From an optimization exercise on the open Yosys and OpenROAD flow, aimed at small area; shortcuts taken in it are not production practice.
RTL that was checked went through simulation tests only; none was proved equivalent to the original.
Function not checked in runs 2 to 4: the RTL went through the layout flow alone.
No activity file was given, so power comes from the tool's default toggle rates.

### flow/design.v
module recursive_ma_fir(
	input logic clk, input logic reset_n,
	input  logic signed [15:0] d,
	output logic signed [15:0] q_8tap,
	output logic signed [15:0] q_rma
	);
	logic signed [15:0] del [7:0];
	integer i;
	always_ff@(posedge clk) begin
		del[0] <= d;
		for (i = 1; i <= 7; i = i+1)
			del[i] <= del[i-1];
	end
	logic [2:0] cnt;
	logic       v7;
	always_ff@(posedge clk)
		if (reset_n == 1'b0) begin
			cnt <= 3'd0;
			v7  <= 1'b0;
		end else begin
			if (cnt != 3'd7) cnt <= cnt + 3'd1;
			v7 <= (cnt == 3'd7);
		end
	logic signed [15:0] x6, x7;
	assign x6 = (cnt == 3'd7) ? del[6] : 16'sd0;
	assign x7 = v7 ? del[7] : 16'sd0;
	logic signed [18:0] sum;
	logic signed [15:0] y;
	logic signed [16:0] diff6;
	assign diff6 = d - x6;
	always_ff@(posedge clk)
		if (reset_n == 1'b0) begin
			sum <= 19'sd0;
			y   <= 16'sd0;
		end else begin
			sum <= sum + d - x7;
			y   <= y + 16'($signed(diff6[16:3]));
		end
	assign q_8tap = sum[18:3];
	assign q_rma  = y;
endmodule
### flow/run.sh
#!/bin/bash
# synth_recipe.tcl (not shown) runs the flow's synth.tcl, then flattens the netlist and writes it again
# the make line also repeats each setting of config.mk as NAME=value (left out here)
make -C /OpenROAD-flow-scripts/flow DESIGN_CONFIG=/design/flow/config.mk WORK_HOME=/design/flow/orfs CLKGATE_MAP_FILE= SYNTH_SCRIPT=/design/flow/synth_recipe.tcl finish
### flow/config.mk
export PLATFORM = sky130hd
export DESIGN_NAME = recursive_ma_fir
export DESIGN_NICKNAME = recursive_ma_fir
export VERILOG_FILES = /design/flow/design.v
export SDC_FILE = /design/flow/constraint.sdc
export NUM_CORES = 4
export LEC_CHECK = 0
export CAP_MARGIN = 20
export CORE_MARGIN = 2
export CORE_UTILIZATION = 40
export SLEW_MARGIN = 20
### flow/constraint.sdc
create_clock -name core_clock -period 7.0 [get_ports {clk}]
set_input_delay 1.4000 -clock core_clock [delete_from_list [all_inputs] [get_ports {clk}]]
set_output_delay 1.4000 -clock core_clock [all_outputs]
set_load 0.01 [all_outputs]
==> impl_results.md, run 1 <==
- Outcome: complete, no violations
- Main flop type after synthesis: dfxtp_1
- Post-synthesis sequential area ratio: 0.493
- Final hold slack: about 320 ps
- I/O pins: 50
- Clock buffer depth: 2
- Layout cells sized above 1: 0.0711
- Area growth from synthesis to layout: 17.9%
- Layout Skew: 7.44 ps
- CP Launch Type: input port
- Wire per inst: 14.2 um
- Root buffer cell: clkbuf_16
- Chip Height: roughly 130 um
- Min-delay worst type: flip-flop to flip-flop
- Final period utilization: 0.651
- DRT Pass-1 Iters: 5
- Final Hold Viols: 0
- Final Non-Filler Cells: 937
- Post-CTS Repair Setup Buffers: 0
- Avg Vias per Cell: slightly below 5
- Clock latency (worst-skew pair): 430 ps
- Async S/R FF share, synth: 0
- Initial antenna violation count: 0
- Synth Warn #: 2
- Placed cell count: between 900 and 1000
- GRT overflow: 0
- Register area: 3340 um2
- Max Fclk: between 200 and 250 MHz
- CP Data Required Time: roughly 7300 ps
- Largest cells by area after synthesis: dfxtp_1 49%, ha_1 10%, fa_1 5.6%
- Fill cells: 1549
- H-tree Lvls: 4
- Die X-Extent: about 130 um
- Number of synthesized flops with an enable pin: 0
- Num CTS Buffers: 17
- Area leader, netlist: dfxtp_1
- Vias in the first global route: 4660
- Routed WL: between 10000 and 15000 um
- Endpoint class of the critical path: flip-flop
- Mapped Area: about 6800 um2
- CTS tree: done
- Endpoints failing setup: 0
- Relative slew slack: 0.517
- Synth top area share: 0.493
- Critical Path Fanout Max: 4
- Final Critical Period: 4550 ps
- Multi-input gate area: a little under 3000 um2
- Worst-Margin Slew: 724 ps
- CTS sink count: 167
- Synth Area per Inst: 10.3 um2
- DR vias: 4543
- Hpwl dp: 9860 um
- VDD IR-drop max: ~0.19 mV
- Critical path arrival: 4850 ps
- Core area: approximately 17000 um2
- Iter 0 DRT Violations: 310
- Diodes inserted: 0
- Maxcap violations: 0
- Cts hold-fix bufs: 0
- Cell Pwr Density: 411 nW/um2
- Row cnt: 47
- Post-CTS Resized: 0
- Synth cell types: 52
- Setup TNS: 0 ps
- Final Max Slew Viols: 0
- Leak pwr: roughly 0.0035 uW
- First-pass GRT wire length: ~22000 um
- Mapped Cells: roughly 660
- Port Buffers: 49
- Yosys reg bits: 167
- DRC viols: 0
- Gr usage total: 0.160
- Full die area: 18000 um2
- Layout Nets: 795
- RSZ-0062 raised after global routing: false
- Antenna Nets Post-Route: 0
- Initial Util: 0.409
- CP Class: input port to flip-flop
- Clock transition at the registers of the reported paths: 70 ps
- Routability congestion estimate: 0.980
- Largest net degree at the start of global routing: 34
==> sequential cells by signal, summed over array words and instances, names as in the netlist <==
signal and cells:
cnt 3, sum 19, y 16, v7 1, del 128
==> logic make-up after synthesis <==
group / Yosys count / synth area share
fa+ha+maj: 73 / 0.156
xor+xnor: 34 / 0.0440
simple gates: 149 / 0.105
buf+inv: 105 / 0.0670
flops: 167 / 0.493
mux: 3 / 0.00517
compound gates: 128 / 0.129
==> cells in the mapped netlist (2+ instances only) <==
| library cell | count |
|---|---|
| buf_4 | 16 |
| dfxtp_1 | 167 |
| and4_1 | 2 |
| ha_1 | 54 |
| nand2b_1 | 6 |
| or2_2 | 3 |
| a21o_1 | 17 |
| o21bai_1 | 6 |
| a211oi_1 | 6 |
| fa_1 | 19 |
| and2_1 | 22 |
| clkbuf_1 | 6 |
| o211ai_1 | 7 |
| mux2i_1 | 2 |
| nand2_1 | 38 |
| a21oi_1 | 41 |
| o21a_1 | 4 |
| a21oi_2 | 4 |
| a31oi_1 | 5 |
| a21boi_0 | 3 |
| o21ai_1 | 2 |
| inv_1 | 82 |
| nor2_1 | 47 |
| nor2b_1 | 2 |
| and3_1 | 4 |
| a211oi_2 | 3 |
| xnor2_1 | 18 |
| nor3_1 | 8 |
| nor4_1 | 3 |
| o21ai_0 | 15 |
| o31ai_1 | 3 |
| o41ai_2 | 2 |
| xor2_1 | 16 |
| nand3_1 | 8 |
==> cell usage in the layout, fill, tap and decap left out, drive strengths merged, types with 8 or more instances in the layout <==
| cell type | Yosys | routed |
|---|---|---|
| inv | 82 | 88 |
| nor3 | 8 | 8 |
| and2 | 22 | 22 |
| fa | 19 | 19 |
| a211oi | 9 | 9 |
| nand3 | 8 | 8 |
| xnor2 | 18 | 18 |
| ha | 54 | 54 |
| o211ai | 8 | 8 |
| nor2 | 47 | 47 |
| o21ai | 18 | 18 |
| clkbuf | 6 | 18 |
| xor2 | 16 | 16 |
| nand2 | 39 | 39 |
| dfxtp | 167 | 167 |
| a21o | 17 | 17 |
| a21oi | 45 | 45 |
| clkdlybuf4s50 | 0 | 49 |
==> metrics by stage <==
| step | setup WS (ps) | utilization | cell area, um2 | total power (uW) |
|---|---|---|---|---|
| 4_1_cts | 2490 | 0.482 | 7990 | 3310 |
| 3_5_place_dp | 2040 | 0.446 | 7390 | 2360 |
| 3_3_place_gp | 2120 | 0.446 | 7390 | 2330 |
| 6_report | 2450 | 0.482 | 7990 | 3280 |
| 5_1_grt | 2170 | 0.482 | 7990 | 3510 |
| 2_1_floorplan | 2920 | - | 6780 | 2050 |
==> layer usage <==
metal,track usage,vias to the layer above,part of all wire,wire [um]
met5,0,-,0,0
met4,0.0637,0,0.022,295
met2,0.261,120,0.46,6100
met1,0.200,2139,0.47,6280
li1,-,2253,-,-
met3,0.0465,31,0.048,639
==> final timing paths <==
check	from	endpoint	slack [ps]	depth (start not counted)
hold reg to reg	del[1][9]	del[2][9]	320	0
setup / recovery	d[2]	y[13]	2450	15
hold / removal	del[1][9]	del[2][9]	320	0
setup reg to reg	cnt[0]	y[13]	2640	17
==> layout make-up <==
| type | instances | area share |
|---|---|---|
| Clock buffer | 18 | 0.0537 |
| Clock inverter | 14 | 0.0205 |
| Timing Repair Buffer | 49 | 0.0614 |
| Multi-Input combinational cell | 387 | 0.373 |
| Sequential cell | 167 | 0.419 |
| Tap cell | 220 | 0.0345 |
| Inverter | 82 | 0.0385 |
==> where the power goes <==
group / internal [uW] / switching, uW / total, uW
combinational: 565 / 641 / 1210
clock: 535 / 400 / 935
sequential: 1080 / 67.2 / 1140
total: 2180 / 1110 / 3280
==> worst max-delay path, cell delays in order <==
cell             delay [ps]
clkdlybuf4s50_1         470
ha_1                    340
a21oi_1                 280
o211ai_1                180
and2_1                  190
a21o_1                  180
a21oi_1                 160
xnor2_1                 150
ha_1                    290
or2_2                   310
a31oi_1                 280
a21oi_1                 200
a31oi_1                 230
xor2_1                  160
nor2_1                   50
==> inputs of run 2 (changes only) <==
==> flow/design.v (replaced) <==
module recursive_ma_fir(
	input logic clk, input logic reset_n,
	input  logic signed [15:0] d,
	output logic signed [15:0] q_8tap,
	output logic signed [15:0] q_rma
	);
	logic signed [15:0] del [7:0];
	integer i;
	always_ff@(posedge clk)
		if(reset_n == 1'b0)
			for (i = 0; i <= 7; i = i+1) begin : clear_fir
				del[i] <= 0;
			end
		else
			for (i = 0; i <= 7; i = i+1) begin : shift
				if(i == 0)
					del[i] <= d;
				else
					del[i] <= del[i-1];
			end
	logic signed [18:0] sum; assign sum =  del[0] + del[1] + del[2] + del[3] + del[4] + del[5] + del[6] + del[7];
	assign q_8tap = $signed(sum[18:3]); 
	logic signed [15:0] y_n_1;
	logic signed [15:0] x_n;
	assign x_n = del[0];
	logic signed [15:0] x_n_N;
	assign x_n_N = del[7];
	logic signed [18:0] diff;
	assign diff = x_n - x_n_N;
	logic signed [15:0] Navg;
	assign Navg = $signed(diff[18:3]);
	assign q_rma = y_n_1 + Navg;
	always_ff@(posedge clk)
	if(reset_n == 1'b0)
		 y_n_1 <= 15'd0;
	else
       y_n_1 <= q_rma;	
endmodule 
==> run 2 against run 1 <==
  * Critical endpoint is now q_8tap[8]
  * Routed wire length up 10%
  * Register-to-register slack better by 290 ps
  * Combinational power down 29%
  * Worst setup slack worse by 2200 ps
  * Critical path depth up 1
  * Worst hold slack better by 130 ps
  * Non-clock buffer count up 4
  * Highest routed layer unchanged
==> impl_results.md, run 2 <==
- Most frequent cells in the layout: 250 x inv_1, 145 x and2_1, 144 x dfxtp_1
- CTS tree: done
- Post-synth top cells: 250 x inv_1, 145 x and2_1, 144 x dfxtp_1
- Chip Height: 152 um (+13%)
- Layout Nets: 1139 (+43%)
- Largest net degree at the start of global routing: 74 (+120%)
- Row cnt: 54 (+15%)
- Synth Warn #: 2 (unchanged)
- Endpoints failing setup: 0 (unchanged)
- CP Data Required Time: 5600 ps (-1690 ps)
- Crit. Startpoint: del[0][3]
- Max Fclk: 149 MHz (-32%)
- Layout Skew: 8.26 ps (+0.824 ps)
- Worst R2R End: y_n_1[15]
- Endpoint class of the critical path: output port
- Mapped Cells: 918 (+39%)
- Root buffer cell: clkbuf_16
- Outcome: complete, no violations
- Hold Crit Start: del[4][2]
- Critical path arrival: 5320 ps (+470 ps)
- Critical R2R Launch: del[7][2]
- Area growth from synthesis to layout: 16.7%
- Cts hold-fix bufs: 0 (unchanged)
- Final period utilization: 0.959 (+0.309)
- Synth cell types: 46 (-12%)
- Core area: 21600 um2 (+30%)
- Initial Util: 0.404 (-0.00427)
- Routability congestion estimate: 0.777 (-21%)
- Wire per inst: 11.6 um (-18%)
- Async S/R FF share, synth: 0 (unchanged)
- I/O pins: 50 (unchanged)
- Largest cells by area after synthesis: dfxtp_1 33%, fa_1 23%, inv_1 11%
- Port Buffers: 49 (unchanged)
- Clock latency (worst-skew pair): 420 ps (about the same)
- Area leader, netlist: dfxtp_1
- RSZ-0062 raised after global routing: false
- Critical Path, Cell by Cell: inv_1, fa_1, inv_1, fa_1, fa_1, inv_1, fa_1, inv_1, ha_1, a31o_1, a21o_1, a221o_1, a21o_1, a21oi_1, xnor2_1, clkdlybuf4s50_1
- CTS sink count: 144 (-14%)
- Routed WL: 14700 um (+10%)
- Final hold slack: 448 ps (+125 ps)
- Vias in the first global route: 5801 (+24%)
- Clock transition at the registers of the reported paths: 60 ps (about the same)
- Initial antenna violation count: 0 (unchanged)
- Yosys reg bits: 144 (-14%)
- Reg2reg path depth: 16 (-1)
- Diodes inserted: 0 (unchanged)
- VDD IR-drop max: 0.220 mV (+16%)
- Clock buffer depth: 2 (unchanged)
- H-tree Lvls: 4 (unchanged)
- Final Max Slew Viols: 0 (unchanged)
- Layout cells sized above 1: 0.0466 (-0.0245)
- Slowest cell on crit path: clkdlybuf4s50_1
- Iter 0 DRT Violations: 232 (-25%)
- Largest registers: del (128), y_n_1 (16)
- Maxcap violations: 0 (unchanged)
- R2R setup slack: 2930 ps (+290 ps)
- Crit path max-delay family: adder cells
- Die X-Extent: 152 um (+13%)
- Num CTS Buffers: 17 (unchanged)
- Hpwl dp: 11400 um (+16%)
- Relative slew slack: 0.611 (+0.0934)
- Gr usage total: 0.139 (-0.0210)
- First-pass GRT wire length: 26200 um (+17%)
- Final Critical Period: 6720 ps (+2160 ps)
- Synth top area share: 0.330 (-0.164)
- Synth Area per Inst: 9.52 um2 (-7.4%)
- Avg Vias per Cell: 4.36 (-10%)
- Critical Path Fanout Max: 3 (-1)
- Cell Pwr Density: 265 nW/um2 (-36%)
- Max stage delay on crit path: 590 ps (+120 ps)
- DR vias: 5527 (+22%)
- Mapped Area: 8740 um2 (+29%)
- Full die area: 23100 um2 (+28%)
- Most common cell after layout, fill and taps aside: inv_1
- Largest Register: del
- Leak pwr: 0.00476 uW (+35%)
- DRT Pass-1 Iters: 4 (-1)
- Setup TNS: 0 ps (unchanged)
- Post-synthesis sequential area ratio: 0.330 (-0.164)
- DRC viols: 0 (unchanged)
- Main flop type after synthesis: dfxtp_1
- Antenna Nets Post-Route: 0 (unchanged)
- Most frequent cell after synthesis: inv_1
- CP Class: flip-flop to output port
- Number of synthesized flops with an enable pin: 0 (unchanged)
- Final Hold Viols: 0 (unchanged)
- Worst-Margin Slew: 569 ps (-155 ps)
- WP depth: 16 (+1)
- Min-delay worst type: flip-flop to flip-flop
- CP Launch Type: flip-flop
- GRT overflow: 0 (unchanged)
- Worst setup path endpoint: q_8tap[8]
- Critical path buffers and inverters: 5 (+4)
- Largest register FFs: 128 (unchanged)
## run 2: metrics by stage
step	util	total power (uW)	instance area, um2	std cells	setup WS (ps)
2_1_floorplan	-	1460	8740	918	1230
3_3_place_gp	0.441	1770	9530	1233	438
3_5_place_dp	0.441	1780	9530	1233	358
4_1_cts	0.470	2750	10200	1265	43.7
5_1_grt	0.472	2880	10200	1267	46.9
6_report	0.472	2700	10200	1267	284
## run 2: cell families (layout without fill, tap and decap cells)
family / count (synthesis) / in the layout / share of synthesized area
flip-flops: 144 / 144 / 0.330
AND/OR/NAND/NOR: 222 / 222 / 0.147
buffers and inverters: 266 / 335 / 0.114
multiplexers: 2 / 2 / 0.00229
XOR/XNOR: 30 / 30 / 0.0301
adder cells (fa/ha/maj): 147 / 147 / 0.295
AO/OA/AOI/OAI: 107 / 107 / 0.0816
## run 2: power by group
group | switching (uW) | internal [uW]
logic | 429 | 433
registers | 20.3 | 871
clock network | 372 | 578
## run 2: worst min path at each step
stage	endpoint	slack, ps	cells past startpoint
final	del[5][2]	450	1
after global routing	del[5][7]	460	1
after CTS	del[5][2]	450	1
after detailed placement	del[3][7]	440	1
after global placement	del[3][10]	430	1
after floorplan	del[2][10]	430	1
## run 2: final cells by class
| type | count | area, um2 |
|---|---|---|
| inverter | 250 | 938 |
| tap | 280 | 350 |
| clock buffer | 19 | 443 |
| fill | 2091 | 11400 |
| multi-input combinational | 508 | 4880 |
| clock inverter | 13 | 175 |
| sequential | 144 | 2880 |
| timing repair buffer | 53 | 531 |
## run 2: what timing repair did
| item | 4_1_cts | 5_1_grt |
|---|---|---|
| buffers inserted | 0 | 2 |
| pin swaps | 0 | 4 |
| setup endpoints to repair | 3 | 4 |
| resized for setup | 3 | 7 |
| gates cloned | 0 | 0 |
## run 2: metal layers
metal	global-route usage	wire [um]	vias up	part of all wire
met2	0.221	6510	73	0.44
li1	-	-	2864	-
met1	0.187	7520	2579	0.51
met5	0	0	-	0
met3	0.0388	537	11	0.037
met4	0.0360	140	0	0.0095
==> inputs of run 3 (changes only) <==
==> flow/design.v (replaced) <==
module recursive_ma_fir(
	input logic clk, input logic reset_n,
	input  logic signed [15:0] d,
	output logic signed [15:0] q_8tap,
	output logic signed [15:0] q_rma
	);
	logic [15:0] del [6:0];
	logic [15:0] n7;     
	integer i;
	logic [2:0] cnt;
	always_ff@(posedge clk)
		if (reset_n == 1'b0)
			cnt <= 3'd0;
		else if (cnt != 3'd7)
			cnt <= cnt + 3'd1;
	logic m;
	assign m = reset_n & (cnt == 3'd7);
	logic [15:0] n6;     
	assign n6 = ~({16{m}} & del[6]);
	always_ff@(posedge clk) begin
		del[0] <= d;
		for (i = 1; i <= 6; i = i+1)
			del[i] <= del[i-1];
		n7 <= n6;
	end
	logic [18:0] sum;
	logic [15:0] y;
	genvar g;
	logic [18:0] sa, sb, sc, ss, sk, so;
	logic [19:0] sr;
	assign sa = sum;
	assign sb = {{3{d[15]}}, d};
	assign sc = {{3{n7[15]}}, n7};
	generate for (g = 0; g < 19; g = g + 1) begin : s_csa
		rma_fa u (.a(sa[g]), .b(sb[g]), .c(sc[g]), .s(ss[g]), .co(sk[g]));
	end endgenerate
	assign sr[0] = 1'b0;
	generate for (g = 0; g < 19; g = g + 1) begin : s_cpa
		logic p, q;
		assign p = ss[g];
		assign q = (g == 0) ? 1'b1 : sk[g-1];
		rma_fa u (.a(p), .b(q), .c(sr[g]), .s(so[g]), .co(sr[g+1]));
	end endgenerate
	logic [3:0] lc;
	assign lc[0] = 1'b1;
	generate for (g = 0; g < 3; g = g + 1) begin : y_low
		assign lc[g+1] = (d[g] & n6[g]) | (d[g] & lc[g]) | (n6[g] & lc[g]);
	end endgenerate
	logic [15:0] ya, yb, yc, ys, yk, yo;
	logic [16:0] yr;
	assign ya = y;
	assign yb = {{3{d[15]}}, d[15:3]};
	assign yc = {{3{n6[15]}}, n6[15:3]};
	generate for (g = 0; g < 16; g = g + 1) begin : y_csa
		rma_fa u (.a(ya[g]), .b(yb[g]), .c(yc[g]), .s(ys[g]), .co(yk[g]));
	end endgenerate
	assign yr[0] = 1'b0;
	generate for (g = 0; g < 16; g = g + 1) begin : y_cpa
		logic p, q;
		assign p = ys[g];
		assign q = (g == 0) ? lc[3] : yk[g-1];
		rma_fa u (.a(p), .b(q), .c(yr[g]), .s(yo[g]), .co(yr[g+1]));
	end endgenerate
	always_ff@(posedge clk)
		if (reset_n == 1'b0) begin
			sum <= 19'd0;
			y   <= 16'd0;
		end else begin
			sum <= so;
			y   <= yo;
		end
	assign q_8tap = sum[18:3];
	assign q_rma  = y;
endmodule
module rma_fa(input logic a, input logic b, input logic c, output logic s, output logic co);
	assign s  = a ^ b ^ c;
	assign co = (a & b) | (a & c) | (b & c);
endmodule
--- a/flow/config.mk
+++ b/flow/config.mk
@@ -11 +11,3 @@
 export SLEW_MARGIN = 20
+export SYNTH_HIERARCHICAL = 1
+export SYNTH_MINIMUM_KEEP_SIZE = 0
==> run 3 against run 2 <==
  * Now fails the layout checks on negative setup slack
  * Die area down 39%
  * Worst hold slack got worse by 120 ps
  * Synthesized cell count down 65%
  * First-iteration DRC count down 50%
  * Register-to-register slack got worse by 3700 ps
  * Via count is 59% lower
  * Clock skew hardly changed
  * Sequential power rose by 29%
  * Utilization increased by 3.4 points
  * Largest cell class is now flip-flops and latches
==> impl_results.md, run 3 <==
- Diodes inserted: 0 (unchanged)
- Avg Vias per Cell: 4.00 (-8.3%)
- Clock latency (worst-skew pair): 420 ps (about the same)
- Routability congestion estimate: 0.717 (-7.7%)
- Cts hold-fix bufs: 0 (unchanged)
- Top Metal Used: met4
- Metal-1 WL: 3400 um (-55%)
- Min-delay worst type: flip-flop to flip-flop
- Largest register FFs: 112 (-13%)
- RSZ-0062 raised after global routing: true
- H-tree Lvls: 4 (unchanged)
- Area growth from synthesis to layout: 25.1%
- DRC viols: 0 (unchanged)
- Row cnt: 42 (-22%)
- Clock transition at the registers of the reported paths: 60 ps (about the same)
- Synth Area per Inst: 16.3 um2 (+71%)
- Largest net degree at the start of global routing: 39 (-47%)
- Final Hold Viols: 0 (unchanged)
- Largest cells by area after synthesis: dfxtp_1 63%, fa_1 27%, and2_1 4.4%
- Full die area: 14200 um2 (-39%)
- Most common cell after layout, fill and taps aside: dfxtp_1
- Largest Register: del
- Async S/R FF share, synth: 0 (unchanged)
- Synth top area share: 0.628 (+0.299)
- Synth Warn #: 8 (+6)
- VDD IR-drop max: 0.266 mV (+21%)
- Worst setup path endpoint: sum[18]
- CP Data Required Time: 7310 ps (+1710 ps)
- Final Critical Period: 8540 ps (+1830 ps)
- Final period utilization: 1.22 (+0.261)
- Most frequent cell after synthesis: dfxtp_1
- Relative slew slack: 0.590 (-0.0208)
- Mapped Cells: 325 (-65%)
- Design Area, Final: 6620 um2 (-35%)
- Antenna Nets Post-Route: 0 (unchanged)
- Worst R2R End: sum[18]
- Synth cell types: 19 (-59%)
- Most frequent cells in the layout: 166 x dfxtp_1, 44 x clkdlybuf4s50_1, 37 x fa_1
- CTS tree: done
- Core area: 13100 um2 (-39%)
- CTS sink count: 166 (+15%)
- Max Fclk: 117 MHz (-21%)
- DR vias: 2281 (-59%)
- Initial antenna violation count: 0 (unchanged)
- Main flop type after synthesis: dfxtp_1
- Outcome: finished with violations
- Leak pwr: 0.00252 uW (-47%)
- Largest registers: del (112), sum (19)
- First-pass GRT wire length: 13200 um (-49%)
- Endpoints failing setup: 8 (+8)
- Dpl ws: -2390 ps (-2750 ps)
- Vias in the first global route: 2666 (-54%)
- Post-synth top cells: 166 x dfxtp_1, 70 x fa_1, 37 x and2_1
- Routed WL: 7570 um (-49%)
- DRT Pass-1 Iters: 4 (unchanged)
- R2R setup slack: -810 ps (-3740 ps)
- Area leader, netlist: dfxtp_1
- Maxcap violations: 0 (unchanged)
- WL met2: 3660 um (-44%)
- CP Launch Type: input port
- Worst-Margin Slew: 613 ps (+44.0 ps)
- Endpoint class of the critical path: flip-flop
- Placed Instance Area: 5990 um2 (-37%)
- Layout Skew: 8.44 ps (+0.174 ps)
- Critical path arrival: 8860 ps (+3540 ps)
- Chip Height: 119 um (-22%)
- Root buffer cell: clkbuf_16
- Layout Nets: 471 (-59%)
- Reg2reg path depth: 21 (+5)
- Initial Util: 0.404 (about the same)
- Critical Path Fanout Max: 2 (-1)
- Clock buffer depth: 2 (unchanged)
- Gr usage total: 0.128 (-0.0111)
- Die X-Extent: 119 um (-22%)
- Yosys reg bits: 166 (+15%)
- Post-synthesis sequential area ratio: 0.628 (+0.299)
- Iter 0 DRT Violations: 115 (-50%)
- Setup ws final: -1540 ps (-1830 ps)
- Hpwl dp: 5360 um (-53%)
- WL met3: 317 um (-41%)
- Mapped Area: 5290 um2 (-40%)
- CP Class: input port to flip-flop
- Layout cells sized above 1: 0.213 (+0.167)
- Final Max Slew Viols: 0 (unchanged)
- Cell Pwr Density: 419 nW/um2 (+58%)
- Crit. Startpoint: d[0]
- Layout check faults: negative setup slack
- GRT overflow: 0 (unchanged)
- Wire per inst: 13.3 um (+14%)
- Num CTS Buffers: 17 (unchanged)
- Port Buffers: 49 (unchanged)
- Critical R2R Launch: sum[0]
- I/O pins: 50 (unchanged)
- Number of synthesized flops with an enable pin: 0 (unchanged)
-- run 3: cell count changes in the layout (fill, tap and decap cells not counted), moves of 18 or more --
| cell | previous run | this run |
|---|---|---|
| a21oi_1 | 28 | 0 |
| and2_1 | 145 | 34 |
| dfxtp_1 | 144 | 166 |
| fa_1 | 99 | 37 |
| fa_2 | 0 | 33 |
| ha_1 | 48 | 2 |
| inv_1 | 250 | 0 |
| nor2_1 | 24 | 0 |
| o21ai_0 | 18 | 0 |
| xnor2_1 | 22 | 1 |
-- run 3: worst min path at each step --
stage | from | to | slack (ps) | cells after the start
after detailed placement | del[5][10] | del[6][10] | 310 | 0
after floorplan | del[0][0] | del[1][0] | 310 | 0
after CTS | del[5][1] | del[6][1] | 330 | 0
final | del[3][6] | del[4][6] | 330 | 0
after global routing | del[1][1] | del[2][1] | 330 | 0
after global placement | del[0][0] | del[1][0] | 310 | 0
-- run 3: layout make-up --
| cell class | count | area [um2] |
|---|---|---|
| well taps | 176 | 220 |
| repair buffers | 58 | 558 |
| fillers | 1119 | 6470 |
| inverters | 1 | 3.75 |
| clock buffers | 18 | 439 |
| multi-input cells | 137 | 1920 |
| flip-flops and latches | 166 | 3320 |
| clock inverters | 14 | 151 |
-- run 3: metrics by stage --
step	setup TNS [ps]	power [uW]	std cells	hold slack (ps)	utilization
global route	-6570	2980	570	331	0.506
floorplan	-4100	1640	326	310	-
CTS	-5830	2820	569	327	0.504
finish	-5370	2770	570	325	0.506
detailed placement	-14340	1880	537	312	0.458
global placement	-13800	1860	537	310	0.458
-- run 3: modules after synthesis (local to each module, per instance) --
module | cells inside | cell area (um2)
rma_fa | 1 | 20.0
recursive_ma_fir | 255 | 3890
-- run 3: cell families (layout without fill, tap and decap cells) --
logic type      Yosys count  count (layout)  synth area share
compound gates            3               3           0.00473
other cells               2               3           0.00142
fa+ha+maj                72              72             0.270
xor+xnor                  1               1           0.00166
flops                   166             166             0.628
simple gates             56              56            0.0587
buf+inv                  23              91            0.0315
mux                       2               2           0.00379
-- run 3: report_power, final --
part | leakage, uW | total, uW | internal, uW | switching, uW
Clock | 0.000281 | 919 | 538 | 381
Combinational | 0.000849 | 703 | 406 | 297
Sequential | 0.00139 | 1150 | 1070 | 83.0
-- run 3: worst max-delay path: stages --
cell,delay [ps]
buf_6,100
fa_1,470
fa_2,360
fa_2,390
fa_2,350
fa_2,360
fa_2,350
fa_2,350
fa_2,350
fa_2,350
fa_2,340
fa_2,350
fa_2,340
fa_2,340
fa_2,350
fa_2,350
fa_2,350
fa_2,350
fa_2,350
fa_2,340
fa_1,420
and2_1,160
-- run 3: per-layer routing --
metal	GRT usage	up-vias
met2	0.195	37
met1	0.157	1140
met4	0.0692	0
met3	0.0479	17
li1	-	1087
met5	0	-
-- run 3: what timing repair did --
action / CTS / global route
setup buffers: 0 / 1
pin swaps: 6 / 6
endpoints found under the setup margin: 10 / 8
gates resized for setup: 17 / 5
==> inputs of run 4 (changes only) <==
==> flow/design.v (replaced) <==
module recursive_ma_fir(
	input logic clk, input logic reset_n,
	input  logic signed [15:0] d,
	output logic signed [15:0] q_8tap,
	output logic signed [15:0] q_rma
	);
	localparam int SK = 14;
	logic [15:0] del [6:0];
	logic [15:0] n7;     
	integer i;
	logic [2:0] cnt;
	always_ff@(posedge clk)
		if (reset_n == 1'b0)
			cnt <= 3'd0;
		else if (cnt != 3'd7)
			cnt <= cnt + 3'd1;
	logic m;
	assign m = reset_n & (cnt == 3'd7);
	logic [15:0] n6;     
	assign n6 = ~({16{m}} & del[6]);
	always_ff@(posedge clk) begin
		del[0] <= d;
		for (i = 1; i <= 6; i = i+1)
			del[i] <= del[i-1];
		n7 <= n6;
	end
	genvar g;
	logic [SK-1:0]  s_lo;      
	logic [18:SK]   s_hi;      
	logic           s_c;       
	logic [18:0]    s;         
	logic [19:SK] ic;
	assign ic[SK] = s_c;
	generate for (g = SK; g < 18; g = g + 1) begin : s_inc
		rma_ha u (.a(s_hi[g]), .b(ic[g]), .s(s[g]), .co(ic[g+1]));
	end endgenerate
	assign s[18] = s_hi[18] ^ ic[18];
	assign s[SK-1:0] = s_lo;
	logic [15:0] db, nb;
	assign db = {~d[15], d[14:0]};
	assign nb = {~n7[15], n7[14:0]};
	logic [15:0] ss, sk;
	generate for (g = 0; g < 16; g = g + 1) begin : s_csa
		rma_fa u (.a(s[g]), .b(db[g]), .c(nb[g]), .s(ss[g]), .co(sk[g]));
	end endgenerate
	logic [SK:0]   lc;
	logic [SK-1:0] lo_n;
	assign lo_n[0] = ~ss[0];
	assign lc[1]   = ss[0];
	generate for (g = 1; g < SK; g = g + 1) begin : s_lo_cpa
		rma_fa u (.a(ss[g]), .b(sk[g-1]), .c(lc[g]), .s(lo_n[g]), .co(lc[g+1]));
	end endgenerate
	logic [16:SK]  hc;
	logic [18:SK]  hi_n;
	rma_ha h0 (.a(ss[SK]), .b(sk[SK-1]), .s(hi_n[SK]), .co(hc[SK+1]));
	generate for (g = SK + 1; g < 16; g = g + 1) begin : s_hi_cpa
		rma_fa u (.a(ss[g]), .b(sk[g-1]), .c(hc[g]), .s(hi_n[g]), .co(hc[g+1]));
	end endgenerate
	assign hi_n[18:16] = s[18:16] + {2'b00, sk[15]} + {2'b00, hc[16]} + 3'b111;
	always_ff@(posedge clk)
		if (reset_n == 1'b0) begin
			s_lo <= '0;
			s_hi <= '0;
			s_c  <= 1'b0;
		end else begin
			s_lo <= lo_n;
			s_hi <= hi_n;
			s_c  <= lc[SK];
		end
	assign q_8tap = s[18:3];
	logic [15:0] y;
	logic c1, c2, c3;
	assign c1 = d[0] | n6[0];
	assign c2 = (d[1] & n6[1]) | (d[1] & c1) | (n6[1] & c1);
	assign c3 = (d[2] & n6[2]) | (d[2] & c2) | (n6[2] & c2);
	logic [12:0] ya, yb, ys, yk;
	assign ya = {~d[15], d[14:3]};
	assign yb = {~n6[15], n6[14:3]};
	generate for (g = 0; g < 13; g = g + 1) begin : y_csa
		rma_fa u (.a(y[g]), .b(ya[g]), .c(yb[g]), .s(ys[g]), .co(yk[g]));
	end endgenerate
	logic [13:0] yc;
	logic [15:0] y_n;
	rma_ha y0 (.a(ys[0]), .b(c3), .s(y_n[0]), .co(yc[1]));
	generate for (g = 1; g < 13; g = g + 1) begin : y_cpa
		rma_fa u (.a(ys[g]), .b(yk[g-1]), .c(yc[g]), .s(y_n[g]), .co(yc[g+1]));
	end endgenerate
	assign y_n[15:13] = y[15:13] + {2'b00, yk[12]} + {2'b00, yc[13]} + 3'b111;
	always_ff@(posedge clk)
		if (reset_n == 1'b0)
			y <= '0;
		else
			y <= y_n;
	assign q_rma = y;
endmodule
module rma_fa(input logic a, input logic b, input logic c, output logic s, output logic co);
	assign s  = a ^ b ^ c;
	assign co = (a & b) | (a & c) | (b & c);
endmodule
module rma_ha(input logic a, input logic b, output logic s, output logic co);
	assign s  = a ^ b;
	assign co = a & b;
endmodule
==> run 4 against run 3 <==
  * Clock-buffer cell count unchanged
  * Clock skew shrank 1.4 ps
  * Utilization rose by 1.4 points
  * Synthesized cell count rose by 4.0%
  * Register-to-register slack improved by 780 ps
  * Still fails the layout checks on negative setup slack
  * Highest routed layer unchanged
  * Sequential share of layout area grew 0.30 points
  * Combinational power is 9.2% higher
  * Largest cell class unchanged
  * Cell count up 2.5%
  * Critical path depth up 4
==> impl_results.md, run 4 <==
- Yosys reg bits: 167 (+0.60%)
- Grt peak-use layer: met2
- Port Buffers: 49 (unchanged)
- Largest net degree at the start of global routing: 40 (+2.6%)
- Worst-Margin Slew: 353 ps (-261 ps)
- Hpwl dp: 5300 um (-1.1%)
- Largest registers: del (112), n7 (16), y (16)
- Synth Warn #: 8 (unchanged)
- Wire per inst: 13.1 um (-1.3%)
- I/O pins: 50 (unchanged)
- Final Critical Period: 7420 ps (-1130 ps)
- Post-synthesis sequential area ratio: 0.635 (+0.00694)
- Layout cells sized above 1: 0.218 (+0.00525)
- Largest register FFs: 112 (unchanged)
- CP Data Required Time: 7310 ps (about the same)
- Main flop type after synthesis: dfxtp_1
- Clock latency (worst-skew pair): 420 ps (about the same)
- Area leader, netlist: dfxtp_1
- Most frequent cells in the layout: 167 x dfxtp_1, 44 x clkdlybuf4s50_1, 33 x and2_1
- Iter 0 DRT Violations: 101 (-12%)
- Outcome: finished with violations
- Largest cells by area after synthesis: dfxtp_1 64%, fa_1 22%, and2_1 4.0%
- Number of synthesized flops with an enable pin: 0 (unchanged)
- Vias in the first global route: 2706 (+1.5%)
- GR Util met2: 0.189 (-0.00647)
- Synth cell types: 20 (+1)
- Mapped Cells: 338 (+4.0%)
- Num CTS Buffers: 17 (unchanged)
- Layout Skew: 7.06 ps (-1.38 ps)
- DR vias: 2372 (+4.0%)
- Root buffer cell: clkbuf_16
- Most frequent cell after synthesis: dfxtp_1
- Clock buffer depth: 2 (unchanged)
- Layout Nets: 487 (+3.4%)
- GR Layer Usage met1: 0.165 (+0.00795)
- GRT overflow: 0 (unchanged)
- Maxcap violations: 0 (unchanged)
- Endpoint class of the critical path: flip-flop
- Row cnt: 41 (-2.4%)
- Largest Register: del
- Synth top area share: 0.635 (+0.00694)
- Layout check faults: negative setup slack
- Final Max Slew Viols: 0 (unchanged)
- Initial antenna violation count: 0 (unchanged)
- Chip Height: 119 um (-0.24%)
- Die X-Extent: 119 um (-0.24%)
- Cell Pwr Density: 422 nW/um2 (+0.62%)
- Routability congestion estimate: 0.787 (+9.8%)
- Full die area: 14100 um2 (-0.49%)
- Final period utilization: 1.06 (-0.161)
- CP Launch Type: input port
- Clock transition at the registers of the reported paths: 60 ps (about the same)
- VDD IR-drop max: 0.196 mV (-26%)
- Final Non-Filler Cells: 584 (+2.5%)
- Avg Vias per Cell: 4.06 (+1.5%)
- CP Class: input port to flip-flop
- Design Area, Final: 6620 um2 (unchanged)
- Most common cell after layout, fill and taps aside: dfxtp_1
- Antenna Nets Post-Route: 0 (unchanged)
- Synth Area per Inst: 15.6 um2 (-4.3%)
- Post-synth top cells: 167 x dfxtp_1, 57 x fa_1, 34 x and2_1
- Core area: 12700 um2 (-2.8%)
- Placed cell count: 550 (+2.4%)
- Cts hold-fix bufs: 0 (unchanged)
- DRC viols: 0 (unchanged)
- CTS tree: done
- Critical path arrival: 7730 ps (-1130 ps)
- First-pass GRT wire length: 13300 um (+0.26%)
- Endpoints failing setup: 2 (-6)
- Area growth from synthesis to layout: 25.7%
- Min-delay worst type: flip-flop to flip-flop
- Fill cells: 1107 (-1.1%)
- H-tree Lvls: 4 (unchanged)
- Relative slew slack: 0.765 (+0.175)
- Max Fclk: 135 MHz (+15%)
- Async S/R FF share, synth: 0 (unchanged)
- Placed Instance Area: 5960 um2 (-0.54%)
- DRT Pass-1 Iters: 4 (unchanged)
- Leak pwr: 0.00260 uW (+3.2%)
- RSZ-0062 raised after global routing: true
- Initial Util: 0.414 (+0.00946)
- Routed WL: 7650 um (+1.1%)
- Gr usage total: 0.127 (-0.00106)
- Diodes inserted: 0 (unchanged)
- Setup ws final: -417 ps (+1130 ps)
- Grt met3 use: 0.0473 (-0.000595)
- Critical Path Fanout Max: 3 (+1)
- Final Hold Viols: 0 (unchanged)
- CTS sink count: 167 (+0.60%)
- Mapped Area: 5260 um2 (-0.50%)
## run 4: cell types whose count changed after synthesis, moves of 3 or more
cell     change
fa_1        -13
nor2b_1      +4
ha_1        +10
xnor2_1      +3
and2_1       -3
inv_1       +11
## run 4: cell families after synthesis
group                    synth area share
multiplexers                      0.00381
AND/OR/NAND/NOR                    0.0602
flip-flops                          0.635
adder cells (fa/ha/maj)             0.245
AO/OA/AOI/OAI                     0.00476
buffers and inverters              0.0390
XOR/XNOR                           0.0114
## run 4: layout make-up
cell class              instances  area [um2]  area share
repair buffers                 65         603      0.0912
flip-flops and latches        167        3340       0.505
clock inverters                13         125      0.0189
well taps                     172         215      0.0325
clock buffers                  18         439      0.0664
inverters                      12        47.5     0.00719
multi-input cells             137        1840       0.278
## run 4: power breakdown
group | internal [uW] | switching (uW)
logic | 436 | 332
clock network | 500 | 373
registers | 1070 | 75.0
## run 4: final timing paths
path	from	endpoint	slack, ps	depth (start not counted)
min reg2reg	del[5][12]	del[6][12]	330	0
max reg2reg	cnt[0]	y[15]	-30	27
max	reset_n	y[15]	-420	26
min	del[5][12]	del[6][12]	330	0
## run 4: through the flow
| stage | utilization | setup TNS, ps | total power [uW] | worst slack, ps | hold slack [ps] |
|---|---|---|---|---|---|
| CTS | 0.517 | -743 | 2820 | -472 | 326 |
| global route | 0.520 | -923 | 3000 | -569 | 329 |
| detailed placement | 0.468 | -6100 | 1920 | -1370 | 312 |
| global placement | 0.468 | -5930 | 1880 | -1310 | 310 |
| floorplan | - | -1330 | 1670 | -733 | 310 |
| finish | 0.520 | -648 | 2790 | -417 | 326 |
## run 4: per-layer routing
layer	up-vias	wire (um)
li1	1138	-
met1	1179	3610
met2	43	3570
met3	12	336
met4	0	130
met5	-	0
## run 4: modules after synthesis, one instance, submodules excluded
module	times used	cells
rma_fa	55	1
recursive_ma_fir	1	277
rma_ha	6	1
## run 4: critical path, cell delays in order
cell and delay [ps]:
buf_6 70, and2_4 150, nand2_4 50, fa_1 500, ha_2 210, fa_2 350, fa_2 350, fa_2 340
fa_2 340, fa_2 340, fa_2 340, fa_2 340, fa_2 350, fa_2 350, fa_2 350, fa_2 370
fa_2 340, inv_2 70, ha_4 190, inv_4 50, ha_4 110, inv_2 30, fa_2 320, xnor2_1 140
xnor2_1 120, and2_1 140
## run 4: repair_timing
action                                  CTS  global route
resized for setup                        24            11
pin swaps                                 6             2
buffers inserted                          1             2
endpoints found under the setup margin    6             5
==> inputs of run 5 (changes only) <==
--- a/flow/design.v
+++ b/flow/design.v
@@ -7,2 +7,3 @@
 	localparam int SK = 14;
+	localparam int YK = 11;
 	logic [15:0] del [6:0];
@@ -70,3 +71,13 @@
 	assign q_8tap = s[18:3];
-	logic [15:0] y;
+	logic [YK-1:0] y_lo;      
+	logic [15:YK]  y_hi;      
+	logic          y_c;       
+	logic [15:0]   y;         
+	logic [16:YK] jc;
+	assign jc[YK] = y_c;
+	generate for (g = YK; g < 15; g = g + 1) begin : y_inc
+		rma_ha u (.a(y_hi[g]), .b(jc[g]), .s(y[g]), .co(jc[g+1]));
+	end endgenerate
+	assign y[15] = y_hi[15] ^ jc[15];
+	assign y[YK-1:0] = y_lo;
 	logic c1, c2, c3;
@@ -81,14 +92,25 @@
 	end endgenerate
-	logic [13:0] yc;
-	logic [15:0] y_n;
-	rma_ha y0 (.a(ys[0]), .b(c3), .s(y_n[0]), .co(yc[1]));
-	generate for (g = 1; g < 13; g = g + 1) begin : y_cpa
-		rma_fa u (.a(ys[g]), .b(yk[g-1]), .c(yc[g]), .s(y_n[g]), .co(yc[g+1]));
+	logic [YK:1]   yc;
+	logic [YK-1:0] ylo_n;
+	rma_ha y0 (.a(ys[0]), .b(c3), .s(ylo_n[0]), .co(yc[1]));
+	generate for (g = 1; g < YK; g = g + 1) begin : y_lo_cpa
+		rma_fa u (.a(ys[g]), .b(yk[g-1]), .c(yc[g]), .s(ylo_n[g]), .co(yc[g+1]));
 	end endgenerate
-	assign y_n[15:13] = y[15:13] + {2'b00, yk[12]} + {2'b00, yc[13]} + 3'b111;
+	logic [13:YK]  yh;
+	logic [15:YK]  yhi_n;
+	rma_ha y1 (.a(ys[YK]), .b(yk[YK-1]), .s(yhi_n[YK]), .co(yh[YK+1]));
+	generate for (g = YK + 1; g < 13; g = g + 1) begin : y_hi_cpa
+		rma_fa u (.a(ys[g]), .b(yk[g-1]), .c(yh[g]), .s(yhi_n[g]), .co(yh[g+1]));
+	end endgenerate
+	assign yhi_n[15:13] = y[15:13] + {2'b00, yk[12]} + {2'b00, yh[13]} + 3'b111;
 	always_ff@(posedge clk)
-		if (reset_n == 1'b0)
-			y <= '0;
-		else
-			y <= y_n;
+		if (reset_n == 1'b0) begin
+			y_lo <= '0;
+			y_hi <= '0;
+			y_c  <= 1'b0;
+		end else begin
+			y_lo <= ylo_n;
+			y_hi <= yhi_n;
+			y_c  <= yc[YK];
+		end
 	assign q_rma = y;
==> run 5 against run 4 <==
  * Now clean on timing, DRC and antenna
  * Die area grew 1.5%
  * Flip-flop and latch count grew 1
  * Worst setup slack gained 550 ps
  * Sequential share of layout area grew 0.73 points
  * Critical path depth shrank 10
  * Fmax grew 8.1%
  * Global-route usage shrank 0.51 points
  * Via count grew 1.5%
  * Combinational power shrank 2%
  * Clock skew shrank 0.88 ps
==> impl_results.md, run 5 <==
- Critical path arrival: 7180 ps (-550 ps)
- Area leader, netlist: dfxtp_1
- Final Critical Period: 6860 ps (-553 ps)
- GR Util met2: 0.175 (-0.0132)
- DRC viols: 0 (unchanged)
- Initial antenna violation count: 0 (unchanged)
- Clock latency (worst-skew pair): 420 ps (about the same)
- Largest cells by area after synthesis: dfxtp_1 63%, fa_1 21%, and2_1 4.0%
- Diodes inserted: 0 (unchanged)
- Wire per inst: 12.9 um (-1.8%)
- Port Buffers: 49 (unchanged)
- Largest registers: del (112), n7 (16), s_lo (14)
- Antenna Nets Post-Route: 0 (unchanged)
- Num CTS Buffers: 17 (unchanged)
- Largest Register: del
- Grt met3 use: 0.0433 (-0.00405)
- Synth top area share: 0.629 (-0.00607)
- PnR Total Power: 2820 uW (+1.1%)
- Leak pwr: 0.00265 uW (+1.7%)
- GR Layer Usage met1: 0.156 (-0.00838)
- Maxcap violations: 0 (unchanged)
- Yosys reg bits: 168 (+0.60%)
- Endpoints failing setup: 0 (-2)
- Synth cell types: 18 (-10%)
- DR vias: 2407 (+1.5%)
- Async S/R FF share, synth: 0 (unchanged)
- Routability congestion estimate: 0.717 (-8.9%)
- RSZ-0062 raised after global routing: false
- Most common cell after layout, fill and taps aside: dfxtp_1
- Gr usage total: 0.121 (-0.00511)
- DRT Pass-1 Iters: 4 (unchanged)
- Clock buffer depth: 2 (unchanged)
- Design Area, Final: 6560 um2 (-0.83%)
- Chip Height: 120 um (+0.76%)
- Multi-input gate area: 1800 um2 (-2.1%)
- Final Max Slew Viols: 0 (unchanged)
- Root buffer cell: clkbuf_16
- Number of synthesized flops with an enable pin: 0 (unchanged)
- Die X-Extent: 120 um (+0.76%)
- Outcome: complete, no violations
- Post-CTS Repair Setup Buffers: 0 (-1)
- Register area: 3360 um2 (+0.60%)
- Full die area: 14300 um2 (+1.5%)
- Post-synthesis sequential area ratio: 0.629 (-0.00607)
- Avg Vias per Cell: 4.10 (+0.96%)
- Initial Util: 0.407 (-0.00679)
- Min-delay worst type: flip-flop to flip-flop
- Routed WL: 7550 um (-1.3%)
- Synth Warn #: 8 (unchanged)
- CP Launch Type: input port
- Largest net degree at the start of global routing: 41 (+2.5%)
- H-tree Lvls: 4 (unchanged)
- Post-synth top cells: 168 x dfxtp_1, 56 x fa_1, 34 x and2_1
- Grt peak-use layer: met2
- Final period utilization: 0.980 (-0.0791)
- Layout Skew: 6.18 ps (-0.882 ps)
- Synth Area per Inst: 15.5 um2 (-0.49%)
- Mapped Area: 5340 um2 (+1.6%)
- Relative slew slack: 0.751 (-0.0139)
- Crit. Startpoint: d[1]
- CP Class: input port to flip-flop
- Final Hold Viols: 0 (unchanged)
- Max Fclk: 146 MHz (+8.1%)
- Cell Pwr Density: 430 nW/um2 (+1.9%)
- Most frequent cells in the layout: 168 x dfxtp_1, 48 x clkdlybuf4s50_1, 46 x fa_1
- Layout Nets: 489 (+0.41%)
- Row cnt: 42 (+2.4%)
- Iter 0 DRT Violations: 120 (+19%)
- Worst-Margin Slew: 374 ps (+20.8 ps)
- Vias in the first global route: 2590 (-4.3%)
- CTS sink count: 168 (+0.60%)
- Area growth from synthesis to layout: 22.8%
- Hpwl dp: 5330 um (+0.62%)
- Critical Path Fanout Max: 2 (-1)
- Clock transition at the registers of the reported paths: 70 ps (about the same)
- VDD IR-drop max: 0.208 mV (+6.3%)
- Mapped Cells: 345 (+2.1%)
- First-pass GRT wire length: 12800 um (-3.8%)
- Largest register FFs: 112 (unchanged)
- GRT overflow: 0 (unchanged)
- Critical R2R Launch: cnt[0]
- I/O pins: 50 (unchanged)
- Endpoint class of the critical path: flip-flop
- Placed Instance Area: 5960 um2 (about the same)
- Layout cells sized above 1: 0.124 (-0.0944)
- Main flop type after synthesis: dfxtp_1
- Core area: 13100 um2 (+3.3%)
- Cts hold-fix bufs: 0 (unchanged)
- Fill cells: 1128 (+1.9%)
- CTS tree: done
- Hold Crit Start: del[4][4]
- Most frequent cell after synthesis: dfxtp_1
- CP Data Required Time: 7310 ps (about the same)
-- run 5: final timing paths --
| kind | cells past startpoint | to | slack, ps |
|---|---|---|---|
| max | 16 | s_lo[13] | 140 |
| min | 0 | del[5][4] | 320 |
| max reg2reg | 17 | y_lo[10] | 1040 |
| min reg2reg | 0 | del[5][4] | 320 |
-- run 5: logic make-up (layout without fill, tap and decap cells) --
group	after synthesis	count (layout)	synth area share
and+or+nand+nor	58	58	0.0604
muxes	2	2	0.00375
DFF	168	168	0.629
AOI/OAI and AO/OA	3	3	0.00468
adders and majority gates	73	73	0.250
buffers and inverters	34	100	0.0379
xor gates and xnor gates	7	7	0.0143
-- run 5: repair_timing --
action	in CTS	in global routing
hold endpoints to repair	0	0
setup endpoints to repair	2	2
pin swaps	2	1
resized for setup	5	2
-- run 5: layout make-up --
| class | count | area share |
|---|---|---|
| timing repair buffer | 56 | 0.0826 |
| clock buffer | 17 | 0.0648 |
| tap | 176 | 0.0336 |
| inverter | 12 | 0.00687 |
| clock inverter | 15 | 0.0246 |
| multi-input combinational | 143 | 0.275 |
| sequential | 168 | 0.513 |
-- run 5: metal layers --
metal / wire length, um / up-vias
met4: 181 / 0
met5: 0 / -
li1: - / 1154
met2: 3470 / 46
met1: 3570 / 1192
met3: 332 / 15
-- run 5: report_power, final --
| group | leakage [uW] | switching [uW] | total (uW) | internal [uW] |
|---|---|---|---|---|
| logic | 0.000954 | 332 | 756 | 424 |
| clock network | 0.000287 | 404 | 910 | 506 |
| registers | 0.00141 | 71.2 | 1150 | 1080 |
| total | 0.00265 | 807 | 2820 | 2010 |
-- run 5: through the flow --
step	cells	utilization	setup WS [ps]	setup TNS [ps]	hold slack, ps
after floorplan	345	-	1.89	0	310
after global placement	555	0.454	-663	-1800	310
after detailed placement	555	0.454	-714	-2100	312
after CTS	587	0.499	27.1	0	327
after global routing	587	0.499	26.4	0	329
final	587	0.499	137	0	325
-- run 5: critical path, stage by stage --
cell             delay, ps
clkdlybuf4s50_1        490
fa_1                   440
fa_2                   370
fa_2                   350
fa_2                   340
fa_2                   360
fa_2                   360
fa_2                   350
fa_1                   380
fa_1                   390
fa_2                   350
fa_2                   340
fa_2                   340
fa_2                   340
fa_1                   420
and2_1                 160
-- run 5: modules after synthesis, one instance, submodules excluded --
module / cell area [um2] / flops+latches / cells / times used
rma_ha: 12.5 / 0 / 1 / 11
recursive_ma_fir: 4130 / 168 / 280 / 1
rma_fa: 20.0 / 0 / 1 / 54
==> inputs of run 6 (changes only) <==
==> flow/flow/run.sh (new file) <==
#!/bin/bash
# The standard layout (standard.sh, standard synthesis unchanged) with
# two changes: the port buffers are buf_1 instead of the flow's default
# delay buffer, and clock tree synthesis inserts no dummy loads and uses a
# smaller clock buffer. The full make output goes to flow.log here.
set -euo pipefail
bash standard.sh \
  "BUFFER_PORTS_ARGS=-buffer_cell sky130_fd_sc_hd__buf_1" \
  "CTS_ARGS=-sink_clustering_enable -repair_clock_nets -dont_use_dummy_load -buf_list sky130_fd_sc_hd__clkbuf_8" \
  finish > flow.log 2>&1
==> flow/standard.sh (new file) <==
#!/bin/bash
# synth_recipe.tcl (not shown) runs the flow's synth.tcl, then flattens the netlist and writes it again
# the make line also repeats each setting of config.mk as NAME=value (left out here)
make -C /OpenROAD-flow-scripts/flow DESIGN_CONFIG=/design/flow/config.mk WORK_HOME=/design/flow/orfs CLKGATE_MAP_FILE= SYNTH_SCRIPT=/design/flow/synth_recipe.tcl "${@:-finish}"
removed: flow/run.sh
==> run 6 against run 5 <==
  * Register-to-register slack lost 140 ps
  * Clock power is 46% lower
  * Sequential share of layout area is 6.0 points higher
  * Worst setup slack improved by 41 ps
  * Fmax up 0.60%
  * Power down 19%
  * Critical path type unchanged
  * Critical endpoint unchanged
  * Highest routed layer unchanged
==> impl_results.md, run 6 <==
- First-pass GRT wire length: 13000 um (+1.5%)
- DRC viols: 0 (unchanged)
- Worst-Margin Slew: 358 ps (-16.0 ps)
- Endpoint class of the critical path: flip-flop
- Min-delay worst type: flip-flop to flip-flop
- Largest registers: del (112), n7 (16), s_lo (14)
- Antenna Nets Post-Route: 0 (unchanged)
- Num CTS Buffers: 17 (unchanged)
- Largest register FFs: 112 (unchanged)
- Layout Nets: 487 (-0.41%)
- Fill cells: 1214 (+7.6%)
- Chip Height: 120 um (unchanged)
- Metal-1 WL: 3290 um (-7.7%)
- Mapped Area: 5340 um2 (unchanged)
- Core area: 13100 um2 (unchanged)
- Slowest cell on crit path: fa_1
- Largest cells by area after synthesis: dfxtp_1 63%, fa_1 21%, and2_1 4.0%
- Iter 0 DRT Violations: 85 (-29%)
- Die X-Extent: 120 um (unchanged)
- Synth Warn #: 8 (unchanged)
- Clock transition at the registers of the reported paths: 70 ps (about the same)
- CTS sink count: 168 (unchanged)
- Vias in the first global route: 2636 (+1.8%)
- Initial antenna violation count: 0 (unchanged)
- Post-CTS Repair Setup Buffers: 0 (unchanged)
- Routed WL: 7360 um (-2.4%)
- CP Data Required Time: 7320 ps (about the same)
- Root buffer cell: clkbuf_8
- Area leader, netlist: dfxtp_1
- Mapped Cells: 345 (unchanged)
- Gr usage total: 0.123 (+0.00129)
- Critical path buffers and inverters: 1 (unchanged)
- WL met3: 408 um (+23%)
- Maxcap violations: 0 (unchanged)
- GRT overflow: 0 (unchanged)
- Max stage delay on crit path: 510 ps (+20 ps)
- Critical path arrival: 7140 ps (-40 ps)
- Synth Area per Inst: 15.5 um2 (unchanged)
- PnR Total Power: 2290 uW (-19%)
- Endpoints failing setup: 0 (unchanged)
- Leak pwr: 0.00235 uW (-11%)
- I/O pins: 50 (unchanged)
- Initial Util: 0.407 (unchanged)
- Full die area: 14300 um2 (unchanged)
- Max Fclk: 147 MHz (+0.60%)
- Final Hold Viols: 0 (unchanged)
- Setup ws final: 177 ps (+40.6 ps)
- Final period utilization: 0.975 (-0.00580)
- Port Buffers: 49 (unchanged)
- Largest Register: del
- Relative slew slack: 0.762 (+0.0107)
- Main flop type after synthesis: dfxtp_1
- Clock buffer depth: 2 (unchanged)
- Top Metal Used: met4
- Most frequent cell after synthesis: dfxtp_1
- Final Core Density: 0.447 (-0.0521)
- Cell Pwr Density: 390 nW/um2 (-9.2%)
- Critical path's most frequent cell: fa_1
- Most frequent cells in the layout: 168 x dfxtp_1, 51 x fa_1, 48 x buf_1
- CP Class: input port to flip-flop
- CTS tree: done
- H-tree Lvls: 4 (unchanged)
- VDD IR-drop max: 0.162 mV (-22%)
- Diodes inserted: 0 (unchanged)
- Synth cell types: 18 (unchanged)
- Area growth from synthesis to layout: 9.95%
- Layout cells sized above 1: 0.0761 (-0.0479)
- Critical Path Fanout Max: 2 (unchanged)
- Post-CTS Resized: 0 (-5)
- Post-synthesis sequential area ratio: 0.629 (unchanged)
- Hpwl dp: 5430 um (+2.0%)
- WL met2: 3510 um (+1.2%)
- Most common cell after layout, fill and taps aside: dfxtp_1
- DR vias: 2332 (-3.1%)
- Final Max Slew Viols: 0 (unchanged)
- Setup TNS: 0 ps (unchanged)
- RSZ-0062 raised after global routing: false
- Row cnt: 42 (unchanged)
- CP Launch Type: input port
- Final Critical Period: 6820 ps (-40.6 ps)
- Critical Path, Cell by Cell: buf_1, fa_1, fa_2, fa_2, fa_1, fa_1, fa_1, fa_1, fa_1, fa_1, fa_1, fa_2, fa_2, fa_2, fa_1, and2_1
- Number of synthesized flops with an enable pin: 0 (unchanged)
- Crit path max-delay family: adder cells
- Cts hold-fix bufs: 0 (unchanged)
- Layout Skew: 20.1 ps (+13.9 ps)
- Avg Vias per Cell: 4.09 (-0.23%)
- Clock latency (worst-skew pair): 440 ps (+20 ps)
- Synth top area share: 0.629 (unchanged)
- Async S/R FF share, synth: 0 (unchanged)
- DRT Pass-1 Iters: 4 (unchanged)
- Yosys reg bits: 168 (unchanged)
- Dpl ws: -381 ps (+333 ps)
- Wire per inst: 12.9 um (+0.49%)
- Post-synth top cells: 168 x dfxtp_1, 56 x fa_1, 34 x and2_1
- Outcome: complete, no violations
- Largest net degree at the start of global routing: 41 (unchanged)
- Routability congestion estimate: 0.716 (-0.13%)
[run 6: changes by cell type in the layout (fill, tap and decap cells not counted), moves of 2 or more]
| cell | delta |
|---|---|
| buf_4 | -2 |
| inv_8 | -4 |
| clkdlybuf4s50_1 | -48 |
| clkinv_4 | -5 |
| buf_1 | +48 |
| fa_1 | +5 |
| fa_2 | -5 |
| clkbuf_8 | +17 |
| clkbuf_16 | -17 |
| inv_6 | -4 |
[run 6: layer usage]
metal | GRT usage | vias up
met1 | 0.149 | 1146
met2 | 0.189 | 48
li1 | - | 1126
met4 | 0.0596 | 0
met5 | 0 | -
met3 | 0.0518 | 12
[run 6: cells by family after synthesis]
kind of cell	after synthesis	share of synthesized area
buffers and inverters	34	0.0379
adders and majority gates	73	0.250
and+or+nand+nor	58	0.0604
xor gates and xnor gates	7	0.0143
AOI/OAI and AO/OA	3	0.00468
DFF	168	0.629
muxes	2	0.00375
[run 6: modules after synthesis (local to each module, per instance)]
module | times used | cell area, um2 | flip-flops and latches
rma_fa | 54 | 20.0 | 0
recursive_ma_fir | 1 | 4130 | 168
rma_ha | 11 | 12.5 | 0
[run 6: through the flow]
stage / cell area (um2) / hold slack, ps / std cells
finish: 5880 / 312 / 570
global route: 5880 / 312 / 570
CTS: 5870 / 312 / 570
detailed placement: 5640 / 312 / 553
global placement: 5640 / 310 / 553
floorplan: 5350 / 310 / 345
[run 6: final timing paths]
path                    from         end  depth (start not counted)  slack, ps
setup / recovery        d[1]    s_lo[13]                         16        180
hold / removal    del[3][12]  del[4][12]                          0        310
setup reg to reg     s_lo[1]    s_lo[13]                         15        900
hold reg to reg   del[3][12]  del[4][12]                          0        310
[run 6: cell type report]
type	instances	area, um2	share of cell area
clock buffer	17	234	0.0398
timing repair buffer	54	223	0.0379
inverter	12	45.0	0.00767
sequential	168	3360	0.572
multi-input combinational	143	1790	0.305
tap	176	220	0.0375
[run 6: power by group]
part           internal [uW]  total [uW]  switching, uW
Clock                    214         489            275
Sequential              1080        1150           70.9
Combinational            320         652            332
Total                   1610        2290            678
==> inputs of run 7 (changes only) <==
--- a/flow/config.mk
+++ b/flow/config.mk
@@ -9,3 +9,4 @@
 export CORE_MARGIN = 2
-export CORE_UTILIZATION = 40
+export CORE_UTILIZATION = 65
+export PLACE_DENSITY = 0.75
 export SLEW_MARGIN = 20
==> run 7 against run 6 <==
  * Largest power group unchanged
  * Clock-buffer cell count unchanged
  * Register-to-register slack is essentially flat
  * Synthesized cell count unchanged
  * Area after synthesis unchanged
  * Global-route usage up 6.0 points
  * Fmax is essentially flat
  * Critical endpoint unchanged
  * Die area fell by 37%
  * Clock skew rose by 14 ps
  * Clock power shrank 2%
  * Worst setup slack improved by 3.4 ps
==> impl_results.md, run 7 <==
- Routed WL: 6920 um (-6.0%)
- Layout Nets: 486 (-0.21%)
- Most frequent cells in the layout: 168 x dfxtp_1, 52 x fa_1, 48 x buf_1
- Root buffer cell: clkbuf_8
- Async S/R FF share, synth: 0 (unchanged)
- Main flop type after synthesis: dfxtp_1
- Largest cells by area after synthesis: dfxtp_1 63%, fa_1 21%, and2_1 4.0%
- DRC viols: 0 (unchanged)
- CP Launch Type: input port
- Num CTS Buffers: 17 (unchanged)
- CTS tree: done
- H-tree Lvls: 4 (unchanged)
- Most frequent cell after synthesis: dfxtp_1
- I/O pins: 50 (unchanged)
- Crit. Startpoint: d[0]
- Clock buffer depth: 2 (unchanged)
- Synth cell types: 18 (unchanged)
- Chip Height: 94.7 um (-21%)
- First-pass GRT wire length: 11900 um (-8.5%)
- Hpwl dp: 5220 um (-3.9%)
- Setup TNS: 0 ps (unchanged)
- Cts hold-fix bufs: 0 (unchanged)
- Clock transition at the registers of the reported paths: 80 ps (about the same)
- Mapped Area: 5340 um2 (unchanged)
- Diodes inserted: 0 (unchanged)
- Largest register FFs: 112 (unchanged)
- Setup ws final: 181 ps (+3.39 ps)
- Vias in the first global route: 2578 (-2.2%)
- Outcome: complete, no violations
- Final hold slack: 301 ps (-10.8 ps)
- Gr usage total: 0.183 (+0.0601)
- Wire per inst: 13.9 um (+7.5%)
- Cell Pwr Density: 394 nW/um2 (+0.96%)
- Routability congestion estimate: 0.714 (-0.22%)
- Final Max Slew Viols: 0 (unchanged)
- Full die area: 8960 um2 (-37%)
- Final Critical Period: 6820 ps (-3.39 ps)
- Iter 0 DRT Violations: 26 (-69%)
- Post-synthesis sequential area ratio: 0.629 (unchanged)
- Crit path max-delay family: adder cells
- Relative slew slack: 0.766 (+0.00394)
- RSZ-0062 raised after global routing: false
- Initial antenna violation count: 0 (unchanged)
- Area leader, netlist: dfxtp_1
- Critical path's most frequent cell: fa_1
- DR vias: 2328 (-0.17%)
- Post-synth top cells: 168 x dfxtp_1, 56 x fa_1, 34 x and2_1
- GRT overflow: 0 (unchanged)
- Dpl ws: -309 ps (+71.7 ps)
- CP Data Required Time: 7290 ps (-30 ps)
- Synth top area share: 0.629 (unchanged)
- Endpoints failing setup: 0 (unchanged)
- Layout cells sized above 1: 0.0712 (-0.00490)
- Mapped Cells: 345 (unchanged)
- Worst-Margin Slew: 352 ps (-5.91 ps)
- Largest net degree at the start of global routing: 41 (unchanged)
- Initial Util: 0.660 (+0.254)
- Area growth from synthesis to layout: 8.10%
- Die X-Extent: 94.7 um (-21%)
- Slowest cell on crit path: fa_1
- Antenna Nets Post-Route: 0 (unchanged)
- Layout Skew: 34.0 ps (+14.0 ps)
- Core area: 8090 um2 (-38%)
- Number of synthesized flops with an enable pin: 0 (unchanged)
- Port Buffers: 49 (unchanged)
- CP Class: input port to flip-flop
- CTS sink count: 168 (unchanged)
- Critical path buffers and inverters: 1 (unchanged)
- Min-delay worst type: flip-flop to flip-flop
- Final period utilization: 0.974 (about the same)
- DRT Pass-1 Iters: 3 (-1)
- Critical path arrival: 7110 ps (-30 ps)
- Critical Path, Cell by Cell: clkbuf_2, fa_1, fa_2, fa_1, fa_1, fa_1, fa_1, fa_1, fa_1, fa_1, fa_1, fa_2, fa_2, fa_2, fa_1, and2_1
- Design Area, Final: 5780 um2 (-1.7%)
- Avg Vias per Cell: 4.67 (+14%)
- Largest registers: del (112), n7 (16), s_lo (14)
- Hold Crit Start: del[0][6]
- Critical R2R Launch: s_lo[1]
- Synth Warn #: 8 (unchanged)
- Row cnt: 33 (-21%)
- Leak pwr: 0.00235 uW (-0.17%)
- Most common cell after layout, fill and taps aside: dfxtp_1
- PnR Total Power: 2280 uW (-0.74%)
- Final Hold Viols: 0 (unchanged)
- Endpoint class of the critical path: flip-flop
- Yosys reg bits: 168 (unchanged)
- VDD IR-drop max: 0.332 mV (+110%)
- Critical Path Fanout Max: 3 (+1)
- Max stage delay on crit path: 500 ps (about the same)
- Largest Register: del
- Synth Area per Inst: 15.5 um2 (unchanged)
- Clock latency (worst-skew pair): 420 ps (-20 ps)
- Maxcap violations: 0 (unchanged)
- Placed Instance Area: 5540 um2 (-1.7%)
- Max Fclk: 147 MHz (about the same)
-- run 7: cell counts after synthesis --
No cell type changed its count.
-- run 7: Yosys stat by module, one instance, submodules excluded --
module	times used	flops+latches	area, um2
rma_fa	54	0	20.0
rma_ha	11	0	12.5
recursive_ma_fir	1	168	4130
-- run 7: timing repair --
| action | CTS | global route |
|---|---|---|
| gates resized for setup | 0 | 1 |
| setup buffers | 0 | 0 |
| endpoints found under the hold margin | 0 | 0 |
| endpoints found under the setup margin | 0 | 2 |
-- run 7: kinds of logic (layout without fill, tap and decap cells) --
| group | after synthesis | after routing | share of synthesized area |
|---|---|---|---|
| muxes | 2 | 2 | 0.00375 |
| buffers and inverters | 34 | 82 | 0.0379 |
| DFF | 168 | 168 | 0.629 |
| AOI/OAI and AO/OA | 3 | 3 | 0.00468 |
| adders and majority gates | 73 | 73 | 0.250 |
| and+or+nand+nor | 58 | 58 | 0.0604 |
| xor gates and xnor gates | 7 | 7 | 0.0143 |
-- run 7: per-stage QoR --
stage / instances / utilization
5_1_grt: 498 / 0.714
2_1_floorplan: 345 / -
6_report: 498 / 0.714
4_1_cts: 498 / 0.714
3_3_place_gp: 481 / 0.685
3_5_place_dp: 481 / 0.685
-- run 7: worst reg2reg max path: cells and delay by family (launching register included) --
kind          cells  cell delay, ps
fa+ha+maj        14            5510
simple gates      1             150
flops             1             320
-- run 7: worst paths after layout --
path | to | slack, ps | cells past startpoint
max | s_lo[13] | 180 | 16
min | del[1][6] | 300 | 0
max reg2reg | s_lo[13] | 910 | 15
min reg2reg | del[1][6] | 300 | 0
-- run 7: power breakdown --
group	switching (uW)	leakage (uW)	internal, uW	total, uW
Combinational	326	0.000818	318	645
Clock	266	0.000122	215	481
Sequential	69.3	0.00141	1080	1150
-- run 7: cell type report --
type | count | area [um2]
clock buffers | 17 | 234
inverters | 12 | 45.0
fillers | 584 | 2320
well taps | 105 | 131
flip-flops and latches | 168 | 3360
repair buffers | 53 | 215
multi-input cells | 143 | 1790
-- run 7: layer usage --
| metal | GRT usage | wire [um] | up-vias |
|---|---|---|---|
| met5 | 0 | 0 | - |
| met4 | 0.0616 | 64 | 0 |
| met1 | 0.233 | 3090 | 1158 |
| met2 | 0.296 | 3490 | 39 |
| li1 | - | - | 1124 |
| met3 | 0.0623 | 273 | 7 |

afterwards: timing with drivers on the ports:
The flow's constraints put no driver on any port. The routed layouts listed below were extracted and timed again, unchanged, in two steps.
Step 1, drivers: a clkbuf_16 drives clk and a buf_2 each remaining input, both assumed.
Step 2 adds t to the input delays and takes it off the output delays; t is the mean of the earliest and latest rising clock arrival at the registers after step 1. Input paths then give back, and output paths get back, about the clock's delay inside the block.
a / b / c = ideal / step 1 / step 2; a / b = the first two.
run	shift t [ns]	slack for setup (ns)	latest minus earliest clock arrival (ns)	pins driven straight from the clock port
run 1	0.469	2.446 / 2.461 / 1.992	0.008 / 0.008	1
run 2	0.461	0.284 / 0.239 / 0.700	0.008 / 0.008	1
run 3	0.454	-1.543 / -1.538 / -1.991	0.008 / 0.009	1
run 4	0.452	-0.417 / -0.422 / -0.873	0.007 / 0.007	1
run 5	0.456	0.137 / 0.153 / -0.303	0.006 / 0.006	1
run 6	0.458	0.177 / 0.191 / -0.267	0.023 / 0.022	1
run 7	0.439	0.181 / 0.188 / -0.250	0.035 / 0.035	1
With both steps, setup timing fails in run 5, run 6 and run 7, where it was met with ideal ports. The setup slack of run 4, which loses most, moves by -0.005 ns with the drivers and by -0.456 ns with both steps.
